What follows belongs to an exercise in optimizing a design on an open flow for small area; a production flow would make more cautious choices. In this exercise RTL edits were held to simulation tests only and were not proved equivalent to the original. The clock port is modelled as an ideal driver; clocking choices that lean on that would not hold on a real chip. Power figures rest on the tool's default switching activity, not on a simulated workload.

$ cat flow/design.v
module debounce(
    input clk, rst,
    input in,
    output reg out
    );
localparam [12:0] CNT0 = 13'd7232;    
localparam [12:0] INV  = 13'b1010101010101;
reg [12:0] cnt_q;
reg        key_reg;
wire [12:0] cnt = cnt_q ^ INV;
wire low_zero = ~|cnt[11:0];
wire fb       = (cnt[12] ^ cnt[2]) & ~low_zero;
wire at_4999  = cnt[12] & low_zero;
always @(posedge clk, posedge rst) begin
    if (rst) begin
        key_reg <= 1'b0;
        cnt_q   <= CNT0 ^ INV;
    end else begin
        key_reg <= in;
        if (key_reg != in)
            cnt_q <= CNT0 ^ INV;
        else
            cnt_q <= {cnt[11:0], fb} ^ INV;
    end
end
always @(posedge clk, posedge rst) begin
    if (rst)
        out <= 1'b0;
    else if (at_4999)
        out <= in;
end
endmodule
module vga_drive(
    input clk, rst,
    input rgb_data,
    output hsync, vsync,
    output [2:0] vga_rgb,
    output [9:0] hpos,
    output [9:0] vpos,
    output line_end
);
reg [9:0] h;
reg [9:0] v;
reg [9:0] h_inc, v_inc;
reg       hc, vc;
integer   i, j;
always @* begin
    hc = 1'b1;
    for (i = 0; i < 10; i = i + 1) begin
        h_inc[i] = h[i] ^ hc;
        hc       = hc & h[i];
    end
end
always @* begin
    vc = &h;
    for (j = 0; j < 10; j = j + 1) begin
        v_inc[j] = v[j] ^ vc;
        vc       = vc & v[j];
    end
end
assign line_end = hc;    
wire v_wrap = ~v[9] & (&v[8:5]) & v[3] & v[1];
always @(posedge clk, posedge rst) begin
    if (rst)
        h <= 10'd224;
    else
        h <= h_inc | {2'b00, {3{line_end}}, 5'b00000};
end
wire v_load = line_end & v_wrap;
wire [9:0] v_next = (v_inc | {v_load, 4'b0000, v_load, 1'b0, v_load, 2'b00}) &
                    ~{4'b0000, v_load, 4'b0000, v_load};
always @(posedge clk, posedge rst) begin
    if (rst)
        v <= 10'd990;
    else
        v <= v_next;
end
assign hsync = h[9] | (h[8] & (h[7] | h[6]));
assign vsync = ~v[9] | v[5];
wire disp = (h[9] | (h[8] & (h[7] | (h[6] & h[5] & h[4])))) & ~(&h[9:4]) &
            ~v[9] & (|v[8:0]);
assign vga_rgb = {3{disp & rgb_data}};
assign hpos = h;
assign vpos = v;
endmodule
module pong(
    input clk, rst,
    input [9:0] hpos, vpos,
    input line_end,
    input btn_up, btn_down,
    output reg rgb_data
);
reg [9:0] nbx;       
reg [8:0] nby;       
reg [8:0] py;        
reg       nx_dir, ny_dir;    
reg [1:0] lines;     
reg [2:0] tick_n;    
wire up, down;
debounce deb_up  (.clk(clk), .rst(rst), .in(btn_up),   .out(up));
debounce deb_down(.clk(clk), .rst(rst), .in(btn_down), .out(down));
function [10:0] sub10;
    input [9:0] a, b;
    integer k;
    reg c;
    begin
        c = 1'b1;
        for (k = 0; k < 10; k = k + 1) begin
            sub10[k] = a[k] ^ ~b[k] ^ c;
            c = (a[k] & ~b[k]) | (a[k] & c) | (~b[k] & c);
        end
        sub10[10] = ~c;
    end
endfunction
function [10:0] add10c;
    input [9:0] a, b;
    integer k;
    reg c;
    begin
        c = 1'b1;
        for (k = 0; k < 10; k = k + 1) begin
            add10c[k] = a[k] ^ b[k] ^ c;
            c = (a[k] & b[k]) | (a[k] & c) | (b[k] & c);
        end
        add10c[10] = c;
    end
endfunction
function ltc;
    input [9:0] a, c;
    integer k;
    begin
        ltc = 1'b0;
        for (k = 0; k < 10; k = k + 1)
            ltc = c[k] ? (~a[k] | ltc) : (~a[k] & ltc);
    end
endfunction
function [9:0] step10;
    input [9:0] a;
    input dn, en;
    integer k;
    reg t;
    begin
        t = en;
        for (k = 0; k < 10; k = k + 1) begin
            step10[k] = a[k] ^ t;
            t = t & (a[k] ^ dn);
        end
    end
endfunction
reg [9:0] tick_h;
always @* begin
    case (tick_n)
        3'd0: tick_h = 10'd323;
        3'd1: tick_h = 10'd423;
        3'd2: tick_h = 10'd523;
        3'd3: tick_h = 10'd623;
        3'd4: tick_h = 10'd723;
        3'd5: tick_h = 10'd823;
        3'd6: tick_h = 10'd923;
        default: tick_h = 10'd1023;
    endcase
end
wire tick = (&lines) && (&(hpos | ~tick_h));
always @(posedge clk, posedge rst) begin
    if (rst) begin
        lines  <= 2'd0;
        tick_n <= 3'd0;
    end else begin
        if (tick) begin
            tick_n <= step10({7'd0, tick_n}, 1'b0, 1'b1);
            lines  <= 2'd0;
        end else if (line_end && !(&lines))
            lines <= {lines[1] | lines[0], ~lines[0] | lines[1]};
    end
end
wire x0 = (hpos == 10'd367);
wire by_zero = &nby;
wire py_top  = ~|py;
wire py_bot  = py[8] & py[6] & py[5] & py[3];           
wire by_bot  = ~nby[8] & ~nby[7] & ~nby[6] & ~nby[3] & ~nby[2];    
wire [10:0] dx = add10c(hpos, nbx);                     
wire bx_wrap = ~ltc(nbx, 10'd657);
wire in_ball_x = ~|dx[9:5] & ltc({5'd0, dx[4:0]}, 10'd20) & ~bx_wrap;
wire [8:0] y_op = x0 ? py : vpos[8:0];
wire [10:0] dy = add10c({1'b0, y_op}, {1'b1, nby});     
wire dy_lo = ~|dy[9:5];
wire in_ball_y = x0 ? by_zero : (dy[10] & dy_lo & ltc({5'd0, dy[4:0]}, 10'd20));
wire hit = (dy[10] & dy_lo & ltc({5'd0, dy[4:0]}, 10'd21)) |
           (~dy[10] & (&dy[9:7]) & ~ltc({3'd0, dy[6:0]}, 10'd8));
wire [10:0] dp = add10c({1'b0, vpos[8:0]}, {1'b1, ~py});    
wire in_pad_y = x0 ? py_top : (dp[10] & ~|dp[9:7] & ltc({3'd0, dp[6:0]}, 10'd121));
wire in_pad_x = ltc(hpos, 10'd387) | ~ltc(hpos, 10'd987);
always @(posedge clk)
    rgb_data <= (in_ball_x & in_ball_y) | (in_pad_x & in_pad_y);
wire at_left  = (nbx == 10'd636);
wire at_right = (nbx == 10'd56);
always @(posedge clk, posedge rst) begin
    if (rst) begin
        nx_dir <= 1'b0;
        ny_dir <= 1'b0;
    end else begin
        if (x0 & hit) begin
            if (at_left)
                nx_dir <= 1'b0;
            else if (at_right)
                nx_dir <= 1'b1;
        end
        if (by_zero)
            ny_dir <= 1'b0;
        else if (by_bot)
            ny_dir <= 1'b1;
    end
end
wire p_up = tick & up & ~down & ~py_top;
wire p_dn = tick & down & ~up & ~py_bot;
always @(posedge clk, posedge rst) begin
    if (rst) begin
        nbx <= ~10'd687;
        nby <= ~9'd240;
        py  <= 9'd100;
    end else begin
        nbx <= step10(nbx, ~nx_dir, tick);
        nby <= step10({1'b0, nby}, ~ny_dir, tick);
        py  <= step10({1'b0, py}, p_up, p_up | p_dn);
    end
end
endmodule
module pong_top(
    input clk, rst,
    input btn_up, btn_down,
    output hsync, vsync,
    output [2:0] vga_rgb
    );
wire       rgb_data_w;
wire [9:0] hpos_w;
wire [9:0] vpos_w;
wire       line_end_w;
vga_drive vga_driver_u(.clk (clk),
                       .rst (rst),
                       .rgb_data (rgb_data_w),
                       .hsync (hsync),
                       .vsync (vsync),
                       .vga_rgb (vga_rgb),
                       .hpos (hpos_w),
                       .vpos (vpos_w),
                       .line_end (line_end_w));
pong pong_u(.clk (clk),
            .rst (rst),
            .hpos (hpos_w),
            .vpos (vpos_w),
            .line_end (line_end_w),
            .btn_up (btn_up),
            .btn_down (btn_down),
            .rgb_data (rgb_data_w));
endmodule
$ cat flow/flow/run.sh
#!/bin/bash
# Layout: the standard flow, with a smaller clock tree (no dummy loads,
# and clkbuf_4 in place of clkbuf_8 where the clock slews stay low; see
# post_cts.tcl) and single-strength port buffers. Each tool's output goes
# to flow.log.
set -euo pipefail
export CTS_ARGS="-sink_clustering_enable -repair_clock_nets -dont_use_dummy_load -buf_list sky130_fd_sc_hd__clkbuf_8 -sink_clustering_size 30 -sink_clustering_max_diameter 100"
export BUFFER_PORTS_ARGS="-buffer_cell sky130_fd_sc_hd__buf_1"
export POST_CTS_TCL="$PWD/flow/post_cts.tcl"
bash standard.sh > flow.log 2>&1
$ cat flow/flow/post_cts.tcl
proc clk_pin_slew_worst {} {
  set w 0
  foreach pin [get_pins -hierarchical */CLK] {
    set s [get_property $pin slew_max]
    if {$s > $w} { set w $s }
  }
  return $w
}
estimate_parasitics -placement
set small sky130_fd_sc_hd__clkbuf_4
foreach inst [[ord::get_db_block] getInsts] {
  set master [[$inst getMaster] getName]
  if {$master ne "sky130_fd_sc_hd__clkbuf_8"} { continue }
  set name [$inst getName]
  replace_cell [get_cells $name] $small
  estimate_parasitics -placement
  set w [clk_pin_slew_worst]
  set h [sta::worst_slack_cmd min]
  if {$w > 0.105 || $h < 0.2e-9} {
    replace_cell [get_cells $name] $master
    estimate_parasitics -placement
    puts "clock buffer $name: kept $master (slew $w, hold slack $h)"
  } else {
    puts "clock buffer $name: now $small (slew $w, hold slack $h)"
  }
}
$ cat flow/standard.sh
#!/bin/bash
# synth_recipe.tcl (not shown) runs the flow's synth.tcl, then flattens the netlist and writes it again
# the make line also repeats each setting of config.mk as NAME=value (left out here)
make -C /OpenROAD-flow-scripts/flow DESIGN_CONFIG=/design/flow/config.mk WORK_HOME=/design/flow/orfs CLKGATE_MAP_FILE= SYNTH_SCRIPT=/design/flow/synth_recipe.tcl "${@:-finish}"
$ cat flow/config.mk
export PLATFORM = sky130hd
export DESIGN_NAME = pong_top
export DESIGN_NICKNAME = pong_top
export VERILOG_FILES = /design/flow/design.v
export SDC_FILE = /design/flow/constraint.sdc
export NUM_CORES = 4
export LEC_CHECK = 0
export CAP_MARGIN = 20
export CORE_MARGIN = 2
export CORE_UTILIZATION = 60
export PLACE_DENSITY = 0.8
export SLEW_MARGIN = 20
export SYNTH_HIERARCHICAL = 1
$ cat flow/constraint.sdc
create_clock -name core_clock -period 10.0 [get_ports {clk}]
set_input_delay 2.0000 -clock core_clock [delete_from_list [all_inputs] [get_ports {clk}]]
set_output_delay 2.0000 -clock core_clock [all_outputs]
set_load 0.01 [all_outputs]
==> results.cfg, run 1 <==
[global_routing]
first_global_vias = 3276
grt_antenna_before_repair = 1
grt_overflow = 0
global_route.usage.met1_pct = 31.3
gr-usage-met2_pct = 36.3
grt-busiest-layer = met2
grt.total_usage_pct = 22.8
grt.met3_usage_pct = 5.53
grt_pass1_wl_um = 15600
maximum_number_of_pins_on_one_net_before_global_route_repair = 36

[placement]
gp_routability_congestion = 0.962
pre_cts_slack_ns = 3.41
dpl.cell_count = 569
buffer_ports.inserted = 8
place_hpwl_um = 6710

[layout]
layout.area.seq_sq_mm = 0.00219
final_net_count = 527
fillerInstances = 655
multi_input_area_sq_mm = 0.00257
layout_cells_sized_above_1_pct = 12.2
instances_no_fill = 580
leading_registers_by_flop_count = pong_u.deb_down.cnt_q (13), pong_u.deb_up.cnt_q (13)
areaGrowthSynthToFinish_pct = 3.95

[sta]
report.final.slew_viol_count = 0
timing.fmax_mhz = 161
final.setup.tns_ns = 0
period_utilization_post_route_pct = 62.2
finalCriticalPeriod_ns = 6.22
relSlewSlack_pct = 39.5
finalHoldViolations = 0
finalSetupViolations = 0
hold_ws_ns = 0.363
max_slew.worst_pin.slew_ns = 0.901
fin_worst_skew_ns = 0.0318
finalWorstSetupSlack_ns = 3.78
setup_repair_after_global_routing_missed_its_margin = false

[worst_hold_path]
holdPathStages = 1
timing.hold.worst.class = reg2reg

[routing]
detailedRoute.firstPassIterationCount = 4
drt_wl_total_um = 9090
via_count = 3380
drc = 0
initial_drc_count = 218
average_wire_per_cell_in_the_routed_design_um = 15.7
drt-vias-per-instance = 5.83
ant_nets_after_route = 0

[die]
ioPinCount = 9
cell_rows = 33
floorplan.initialDensity_pct = 61.1
die_w_um = 95.0
die-area_sq_mm = 0.00903
die_y_um = 95.0
core_sq_mm = 0.00813

[worst_setup_path]
slowest_delay_ns = 0.71
worst-endpoint-required_ns = 10.39
cp_max_fo = 12
crit_chain = or4b_2 -> nor3_2 -> buf_4 -> mux2i_1 -> ha_1 -> inv_1 -> fa_1 -> inv_1 -> fa_1 -> inv_1 -> fa_1 -> fa_1 -> fa_1 -> fa_1 -> fa_1 -> fa_1 -> nor4_1 -> nand2_1 -> a211oi_1 -> a21oi_1 -> a211oi_1 -> a21o_1
setup.worst_path.end_class = flip-flop
critical_path_arrival_ns = 6.62
worst_path_max_delay_cell = or4b_2
worst_r2r_path_depth = 22
crit_top_cell = fa_1
setup.worst_path.class = reg2reg
timing.critical_path.from_type = flip-flop

[outcome]
run_status = timing/DRC/antenna clean

[logic_synthesis]
synth-seq-area-share_pct = 44.0
synth_area_sq_mm = 0.00497
synth_top_area_cell = dfrtp_1
synth_fp_nets = 522
post_synth.cell_area_avg_sq_um = 10.6
yosys-top-cells-count = 53 x dfrtp_1, 48 x nor2_1, 36 x inv_1
synth-edff-count = 0
synthFlopType = dfrtp_1
leading_post_synthesis_cells_by_cell_area = dfrtp_1 27%, dfstp_2 17%, fa_1 9.3%, ha_1 6.0%, xor2_1 5.1%
synth-warning-count = 9
async_flop_share_pct = 98.8
ys_types = 55
synthMostInstantiatedCell = dfrtp_1
ys_seq_elements = 86
synthCells = 471
synth_largest_type_area_fraction_pct = 26.7

[pwr]
total_leakage_power_nw = 2.37
p_per_area_mw_per_mm2 = 111
max-vdd-ir-drop_mv = 0.106

[clock_tree]
tritoncts_clock_tree = built
cts.sink_count = 86
cts.clk_slew.worst_paths_ns = 0.10
clock_insertion_delay_worst_skew_ns = 0.44

[job]
cap_violations = 0
[path summary, 6_finish.rpt]
check                                             to              startpoint  slack [ns]
setup reg to reg                     pong_u.rgb_data       vga_driver_u.h[4]        3.78
setup / recovery                     pong_u.rgb_data       vga_driver_u.h[4]        3.78
max in group asynchronous          vga_driver_u.v[5]                     rst        7.81
min in group asynchronous  pong_u.deb_down.cnt_q[12]                     rst        1.63
hold / removal                pong_u.deb_up.cnt_q[4]  pong_u.deb_up.cnt_q[3]        0.36
hold reg to reg               pong_u.deb_up.cnt_q[4]  pong_u.deb_up.cnt_q[3]        0.36
[cell families after synthesis]
kind of cell	Yosys count	share of synthesized area (%)
and+or+nand+nor	174	18.9
DFF	86	44.0
AOI/OAI and AO/OA	59	7.78
buffers and inverters	52	4.23
adders and majority gates	47	15.3
xor gates and xnor gates	42	7.40
muxes	11	2.37
[modules after synthesis, one instance, submodules excluded, a selection]
| module | times used | flops+latches | cell area, sq um | cells inside |
|---|---|---|---|---|
| debounce | 2 | 15 | 524 | 38 |
| pong | 1 | 36 | 2990 | 327 |
| vga_drive | 1 | 20 | 931 | 68 |
[layout make-up]
type                    count  share of cell area [%]
well taps                 105                    2.54
flip-flops and latches     86                    42.3
multi-input cells         333                    49.8
diodes                      1                  0.0484
repair buffers             10                   0.871
clock buffers               9                    1.79
inverters                  36                    2.61
[where the power goes]
group | total (mW) | switching, mW | internal (mW)
clock | 0.164 | 0.105 | 0.0588
combinational | 0.0353 | 0.0222 | 0.0131
sequential | 0.374 | 0.00954 | 0.364
total | 0.573 | 0.137 | 0.436
[per-stage QoR]
step | instance area [sq um] | util [%] | power [mW]
6_report | 5170 | 63.5 | 0.573
3_3_place_gp | 5070 | 62.3 | 0.414
2_1_floorplan | 4970 | - | 0.404
5_1_grt | 5170 | 63.5 | 0.601
3_5_place_dp | 5070 | 62.3 | 0.416
[routing by layer]
metal / part of all wire [%] / routed length [um]
met2: 49 / 4420
met1: 47 / 4240
met4: 1.5 / 135
met3: 3.2 / 294
met5: 0 / 0
[worst max-delay path, delay by kind of cell (launching register included)]
kind / cells / cell delay [ns]
adder cells (fa/ha/maj): 9 / 3.07
AND/OR/NAND/NOR: 4 / 1.36
AO/OA/AOI/OAI: 4 / 0.61
flip-flops: 1 / 0.50
buffers and inverters: 4 / 0.44
multiplexers: 1 / 0.22
[layout by cell type, fill, tap and decap left out, types with 5 or more instances in the layout]
cell / Yosys / final
nand2_1: 24 / 24
dfrtp_1: 53 / 53
nor4_1: 14 / 14
clkbuf_4: 0 / 5
nand3_1: 11 / 11
inv_1: 36 / 36
nor3_1: 26 / 26
xor2_1: 29 / 29
xnor2_1: 13 / 13
fa_1: 23 / 23
or2_2: 5 / 5
nand2b_1: 5 / 5
and4bb_1: 6 / 6
o21ai_0: 13 / 13
buf_1: 0 / 8
ha_1: 24 / 24
a211oi_1: 7 / 7
nor2_1: 48 / 48
mux2i_1: 5 / 5
and3_1: 5 / 5
a21oi_1: 15 / 15
nor2b_1: 5 / 5
dfstp_2: 32 / 32
==> run 2: changes to the inputs <==
==> flow/config.mk (replaced) <==
export PLATFORM = sky130hd
export DESIGN_NAME = pong_top
export DESIGN_NICKNAME = pong_top
export VERILOG_FILES = /design/flow/design.v
export SDC_FILE = /design/flow/constraint.sdc
export NUM_CORES = 4
export LEC_CHECK = 0
export CAP_MARGIN = 0
export CORE_MARGIN = 2
export CORE_UTILIZATION = 60
export PLACE_DENSITY = 0.8
export SLEW_MARGIN = 0
==> run 2 against run 1 <==
Effect of this change: non-clock buffer count is the same; final cell count rose by 0.69%; routed wire length fell by 0.48%; register-to-register slack better by 0.32 ns; sequential power barely moved; largest cell class unchanged; largest power group unchanged; highest routed layer unchanged.
==> results.cfg, run 2 <==
[routing]
drt_wl_total_um = 9040
drc = 0
drt-vias-per-instance = 5.79
via_count = 3379
initial_drc_count = 154
average_wire_per_cell_in_the_routed_design_um = 15.5
ant_nets_after_route = 0
detailedRoute.firstPassIterationCount = 4

[layout]
postLayoutCoreUtil_pct = 63.6
final_cell_mix = 53 x dfrtp_1, 40 x inv_1, 40 x nor2_1
final_net_count = 533
fillerInstances = 619
areaGrowthSynthToFinish_pct = 3.50
layout_cells_sized_above_1_pct = 13.4
diode_insertion_count_for_antenna_repair = 0
layout.cells.most_common = dfrtp_1
leading_registers_by_flop_count = pong_u.deb_down.cnt_q (13), pong_u.deb_up.cnt_q (13)

[global_routing]
grt_antenna_before_repair = 0
grt_overflow = 0
maximum_number_of_pins_on_one_net_before_global_route_repair = 86
grt.total_usage_pct = 22.2
first_global_vias = 3376
grt_pass1_wl_um = 15600

[worst_setup_path]
setup.worst_path.end_class = flip-flop
timing.critical_path.from_type = flip-flop
cp_max_fo = 15
worst_r2r_path_depth = 23
setup.worst_path.class = reg2reg
worst-endpoint-required_ns = 10.31
critical_path_arrival_ns = 6.22

[clock_tree]
clock_insertion_delay_worst_skew_ns = 0.42
cts.sink_count = 86
cts.clk_slew.worst_paths_ns = 0.09
tritoncts_clock_tree = built

[logic_synthesis]
synth-edff-count = 0
synth-warning-count = 3
post_synth.cell_area_avg_sq_um = 10.5
synth-seq-area-share_pct = 43.7
ys_seq_elements = 86
synth_area_sq_mm = 0.00500
yosys-top-cells-count = 53 x dfrtp_1, 41 x inv_1, 40 x nor2_1
ys_types = 56
leading_post_synthesis_cells_by_cell_area = dfrtp_1 27%, dfstp_2 17%, fa_1 9.2%, xnor2_1 6.5%, ha_1 6.3%
synth_fp_nets = 528
async_flop_share_pct = 98.8
synthFlopType = dfrtp_1
synth_largest_type_area_fraction_pct = 26.5
synthCells = 476
synth_top_area_cell = dfrtp_1
synthMostInstantiatedCell = dfrtp_1

[job]
cap_violations = 0

[sta]
hold_ws_ns = 0.400
report.final.slew_viol_count = 0
finalHoldViolations = 0
period_utilization_post_route_pct = 59.1
relSlewSlack_pct = 31.6
setup_repair_after_global_routing_missed_its_margin = false
fin_worst_skew_ns = 0.0266
finalSetupViolations = 0
finalCriticalPeriod_ns = 5.91
timing.fmax_mhz = 169
max_slew.worst_pin.slew_ns = 1.03
final.setup.tns_ns = 0

[placement]
buffer_ports.inserted = 8
place_hpwl_um = 6670
gp_routability_congestion = 0.916

[die]
floorplan.initialDensity_pct = 61.5
die_w_um = 95.3
die_y_um = 95.3
die-area_sq_mm = 0.00908
cell_rows = 33
ioPinCount = 9
core_sq_mm = 0.00813

[pwr]
total_leakage_power_nw = 2.29
max-vdd-ir-drop_mv = 0.0599
p_per_area_mw_per_mm2 = 109

[worst_hold_path]
holdPathStages = 1
timing.hold.worst.class = reg2reg

[outcome]
run_status = timing/DRC/antenna clean
[run 2: report_power, final]
group	leakage [nW]	switching, mW	total, mW	internal, mW
registers	1.05	0.00894	0.373	0.364
logic	1.19	0.0203	0.0307	0.0104
clock network	0.0518	0.102	0.161	0.0588
[run 2: per-stage QoR]
stage	total power [mW]	cells	setup WS, ns	cell area [sq um]
after floorplan	0.401	476	4.40	5000
final	0.564	584	4.09	5170
after detailed placement	0.411	575	4.09	5080
after global placement	0.409	575	4.34	5080
after global routing	0.592	584	3.65	5170
[run 2: final timing paths]
check | startpoint | endpoint | slack (ns)
worst min-delay path | pong_u.deb_down.cnt_q[3] | pong_u.deb_down.cnt_q[4] | 0.40
min in group asynchronous | rst | pong_u.nbx[3] | 1.88
max in group asynchronous | rst | pong_u.py[1] | 7.45
worst max register to register | vga_driver_u.h[0] | pong_u.nx_dir | 4.09
worst max-delay path | vga_driver_u.h[0] | pong_u.nx_dir | 4.09
worst min register to register | pong_u.deb_down.cnt_q[3] | pong_u.deb_down.cnt_q[4] | 0.40
[run 2: logic make-up after synthesis]
family / count (synthesis) / synth area share [%]
DFF: 86 / 43.7
and+or+nand+nor: 173 / 18.0
muxes: 13 / 2.78
xor gates and xnor gates: 43 / 7.53
buffers and inverters: 57 / 4.98
AOI/OAI and AO/OA: 56 / 7.53
adders and majority gates: 48 / 15.5
[run 2: critical path, cell delays in order, from the launching register on]
cell       delay, ns
dfrtp_1         0.42
ha_1            0.26
and3_1          0.23
nand3_1         0.51
mux2i_1         0.26
ha_1            0.17
inv_1           0.05
fa_1            0.39
inv_1           0.09
fa_1            0.16
inv_1           0.05
fa_1            0.37
inv_1           0.08
fa_1            0.20
fa_1            0.17
inv_1           0.05
fa_1            0.41
fa_1            0.43
fa_1            0.50
nor4b_1         0.31
nand2_1         0.11
a21oi_1         0.17
o2111ai_1       0.12
a211o_1         0.30
[run 2: layout make-up]
| class | instances | area (sq um) | share of cell area, % |
|---|---|---|---|
| inverters | 41 | 155 | 3.00 |
| well taps | 105 | 131 | 2.54 |
| repair buffers | 10 | 45.0 | 0.870 |
| multi-input cells | 333 | 2560 | 49.5 |
| flip-flops and latches | 86 | 2190 | 42.3 |
| clock buffers | 9 | 92.6 | 1.79 |
[run 2: layer usage]
layer	track usage, %	up-vias	wire (um)
li1	-	1622	-
met1	28.8	1697	4170
met2	35.6	51	4460
met3	6.80	9	305
met4	7.49	0	108
met5	0	-	0
==> run 3: changes to the inputs <==
--- a/flow/flow/run.sh
+++ b/flow/flow/run.sh
@@ -1,6 +1,7 @@
 #!/bin/bash
 # Layout: the standard flow, with a smaller clock tree (no dummy loads,
 # and clkbuf_4 in place of clkbuf_8 where the clock slews stay low; see
+# post_cts.tcl), logic gates at drive strength 1 where timing allows (also
 # post_cts.tcl) and single-strength port buffers. Each tool's output goes
 # to flow.log.
 set -euo pipefail
--- a/flow/flow/post_cts.tcl
+++ b/flow/flow/post_cts.tcl
@@ -24,3 +24,30 @@
     puts "clock buffer $name: now $small (slew $w, hold slack $h)"
   }
 }
+proc ds_ok {} {
+  if {[sta::worst_slack_cmd max] < 2e-9} { return 0 }
+  if {[sta::max_slew_check_slack_limit] < 0.2} { return 0 }
+  if {[sta::max_capacitance_check_slack_limit] < 0.2} { return 0 }
+  return 1
+}
+estimate_parasitics -placement
+puts "downsize: start slew ratio [sta::max_slew_check_slack_limit] cap ratio [sta::max_capacitance_check_slack_limit] slack [sta::worst_slack_cmd max]"
+set lib_cells {}
+foreach inst [[ord::get_db_block] getInsts] {
+  set master [[$inst getMaster] getName]
+  if {![regexp {^(sky130_fd_sc_hd__)([a-z0-9]+)_([0-9]+)$} $master -> pre base drive]} { continue }
+  if {$drive <= 1} { continue }
+  if {[string match df* $base] || [string match sdf* $base] || [string match *buf* $base] || [string match *inv* $base] || [string match *dly* $base] || [string match conb* $base] || [string match tap* $base] || [string match fill* $base] || [string match decap* $base]} { continue }
+  set small "${pre}${base}_1"
+  if {[[ord::get_db] findMaster $small] eq "NULL"} { continue }
+  set name [$inst getName]
+  replace_cell [get_cells $name] $small
+  estimate_parasitics -placement
+  if {[ds_ok]} {
+    puts "downsize: $name $master -> $small"
+  } else {
+    replace_cell [get_cells $name] $master
+    estimate_parasitics -placement
+    puts "downsize: $name kept $master"
+  }
+}
--- a/flow/config.mk
+++ b/flow/config.mk
@@ -5,8 +5,8 @@
 export SDC_FILE = /design/flow/constraint.sdc
 export NUM_CORES = 4
 export LEC_CHECK = 0
-export CAP_MARGIN = 0
+export CAP_MARGIN = 20
 export CORE_MARGIN = 2
 export CORE_UTILIZATION = 60
 export PLACE_DENSITY = 0.8
-export SLEW_MARGIN = 0
+export SLEW_MARGIN = 20
==> run 3 against run 2 <==
Effect of this change: routed wire length is 0.71% lower; combinational power is 3% lower; non-clock buffer count stayed put; first-iteration DRC count is 7.8% lower; die area stayed put; critical path type unchanged.
==> results.cfg, run 3 <==
[sta]
final.setup.tns_ns = 0
setup_repair_after_global_routing_missed_its_margin = false
finalCriticalPeriod_ns = 5.94
relSlewSlack_pct = 48.2
max_slew.worst_pin.slew_ns = 0.770
finalWorstSetupSlack_ns = 4.06
timing.fmax_mhz = 168
fin_worst_skew_ns = 0.0272
finalHoldViolations = 0
report.final.slew_viol_count = 0
period_utilization_post_route_pct = 59.4
finalSetupViolations = 0

[worst_setup_path]
worst_r2r_path_depth = 20
slowest_delay_ns = 0.61
crit-reg2reg-capture = pong_u.nx_dir
ff2ff_setup_slack_ns = 4.06
worst-endpoint-required_ns = 10.31
timing.critical_path.from_type = flip-flop
setup.worst_path.class = reg2reg
crit_chain = and3_1 -> nand3_1 -> mux2_1 -> fa_1 -> inv_1 -> fa_1 -> inv_1 -> fa_1 -> inv_1 -> fa_1 -> fa_1 -> inv_1 -> fa_1 -> fa_1 -> fa_1 -> nor4b_1 -> nand2_1 -> a21oi_1 -> o2111ai_1 -> a211o_1
cp_max_fo = 15
crit_top_cell = fa_1
rr_startpoint = vga_driver_u.h[6]
critical_path_arrival_ns = 6.25
setup.worst_path.end_class = flip-flop
worst_path_max_delay_cell = dfstp_2

[placement]
gp_routability_congestion = 0.916
pre_cts_slack_ns = 4.09
buffer_ports.inserted = 8
postPlaceCellArea_sq_mm = 0.00508
dpl.cell_count = 575
place_hpwl_um = 6670

[logic_synthesis]
synth_area_sq_mm = 0.00500
leading_post_synthesis_cells_by_cell_area = dfrtp_1 27%, dfstp_2 17%, fa_1 9.2%, xnor2_1 6.5%, ha_1 6.3%
synthMostInstantiatedCell = dfrtp_1
synth-warning-count = 3
synth_largest_type_area_fraction_pct = 26.5
synth_top_area_cell = dfrtp_1
async_flop_share_pct = 98.8
yosys-top-cells-count = 53 x dfrtp_1, 41 x inv_1, 40 x nor2_1
ys_types = 56
synth_fp_nets = 528
post_synth.cell_area_avg_sq_um = 10.5
synthCells = 476
synth-seq-area-share_pct = 43.7
synth-edff-count = 0
ys_seq_elements = 86
synthFlopType = dfrtp_1

[routing]
drc = 0
detailedRoute.firstPassIterationCount = 5
ant_nets_after_route = 0
via_count = 3363
drt_wl_total_um = 8980
drt-vias-per-instance = 5.76
average_wire_per_cell_in_the_routed_design_um = 15.4
initial_drc_count = 142

[layout]
postLayoutCoreUtil_pct = 63.4
instances_no_fill = 584
final_cell_mix = 53 x dfrtp_1, 40 x inv_1, 40 x nor2_1
layout.cells.most_common = dfrtp_1
areaGrowthSynthToFinish_pct = 3.10
layout_cells_sized_above_1_pct = 9.39
leading_registers_by_flop_count = pong_u.deb_down.cnt_q (13), pong_u.deb_up.cnt_q (13)
stdcell_area_sq_mm = 0.00515
final_net_count = 533
diode_insertion_count_for_antenna_repair = 0

[global_routing]
grt.total_usage_pct = 22.1
first_global_vias = 3358
grt_overflow = 0
maximum_number_of_pins_on_one_net_before_global_route_repair = 86
grt_pass1_wl_um = 15500
grt_antenna_before_repair = 0

[job]
cap_violations = 0

[pwr]
p_per_area_mw_per_mm2 = 109
max-vdd-ir-drop_mv = 0.0581
total_leakage_power_nw = 2.27

[clock_tree]
cts.clk_slew.worst_paths_ns = 0.09
clock_insertion_delay_worst_skew_ns = 0.42
tritoncts_clock_tree = built
cts.sink_count = 86

[die]
core_sq_mm = 0.00813
die-area_sq_mm = 0.00908
ioPinCount = 9
floorplan.initialDensity_pct = 61.5
die_y_um = 95.3
die_w_um = 95.3
cell_rows = 33

[worst_hold_path]
holdPathStages = 1
timing.hold.worst.class = reg2reg
worst_hold_path.endpoint = pong_u.deb_down.cnt_q[4]
hold_path.startpoint = pong_u.deb_down.cnt_q[3]

[outcome]
run_status = timing/DRC/antenna clean
run 3: cell counts after synthesis:
No cell type changed its count.
run 3: through the flow:
stage	total power, mW	hold slack [ns]
final	0.563	0.399
after global routing	0.591	0.417
after detailed placement	0.411	0.391
after global placement	0.409	0.380
after floorplan	0.401	0.363
run 3: cell type report:
cell class | instances | area [sq um]
multi-input combinational | 333 | 2540
inverter | 41 | 155
clock buffer | 9 | 92.6
tap | 105 | 131
timing repair buffer | 10 | 48.8
sequential | 86 | 2190
fill | 624 | 2980
run 3: layer usage:
metal	vias to the layer above	part of all wire (%)	global-route usage (%)	wire length [um]
li1	1618	-	-	-
met1	1689	45	28.7	4040
met2	49	50	35.5	4460
met4	0	1.2	7.37	109
met3	7	4.1	6.80	365
met5	-	0	0	0
run 3: cell families (layout without fill, tap and decap cells):
kind of cell | count (synthesis) | after routing | share of synthesized area (%)
mux | 13 | 13 | 2.78
compound gates | 56 | 56 | 7.53
buf+inv | 57 | 60 | 4.98
simple gates | 173 | 173 | 18.0
fa+ha+maj | 48 | 48 | 15.5
flops | 86 | 86 | 43.7
xor+xnor | 43 | 43 | 7.53
run 3: worst max-delay path by stage:
| stage | startpoint | endpoint | slack [ns] | cells after the start |
|---|---|---|---|---|
| finish | vga_driver_u.h[6] | pong_u.nx_dir | 4.06 | 20 |
| global placement | vga_driver_u.h[0] | pong_u.nx_dir | 4.34 | 23 |
| detailed placement | vga_driver_u.h[0] | pong_u.nx_dir | 4.09 | 23 |
| global route | vga_driver_u.h[0] | pong_u.nx_dir | 3.63 | 21 |
| floorplan | vga_driver_u.h[0] | pong_u.nx_dir | 4.40 | 24 |
run 3: power breakdown:
| part | switching, mW | internal (mW) | leakage, nW |
|---|---|---|---|
| combinational | 0.0200 | 0.00975 | 1.18 |
| sequential | 0.00895 | 0.364 | 1.05 |
| clock | 0.102 | 0.0588 | 0.0518 |
run 3: worst max-delay path: cells and delay by family (launching register included):
| kind | cells | cell delay [ns] |
|---|---|---|
| fa+ha+maj | 8 | 2.67 |
| buf+inv | 4 | 0.27 |
| mux | 1 | 0.53 |
| simple gates | 4 | 1.16 |
| flops | 1 | 0.61 |
| compound gates | 3 | 0.59 |

==> what the ideal ports hide <==
No port has a modelled driver above. Below, the same layouts with a new extraction and two added sets of constraints.
Step 1 assumes that a clkbuf_16 drives the clock port and a buf_2 every other input.
Step 2, shift: input delay + t, output delay - t, t = (earliest + latest rising clock arrival at the registers) / 2. This alone moves slack from input paths to output paths.
Slacks: ideal ports / drivers / drivers and shift; pairs: ideal ports / drivers.
run | t, ns | setup slack, ns | latest minus earliest clock arrival (ns)
run 1 | 0.457 | 3.777 / 3.777 / 3.777 | 0.032 / 0.032
run 2 | 0.445 | 4.092 / 4.092 / 4.092 | 0.028 / 0.028
run 3 | 0.445 | 4.062 / 4.062 / 4.062 | 0.028 / 0.029
After both steps setup and hold are still met in every run listed.
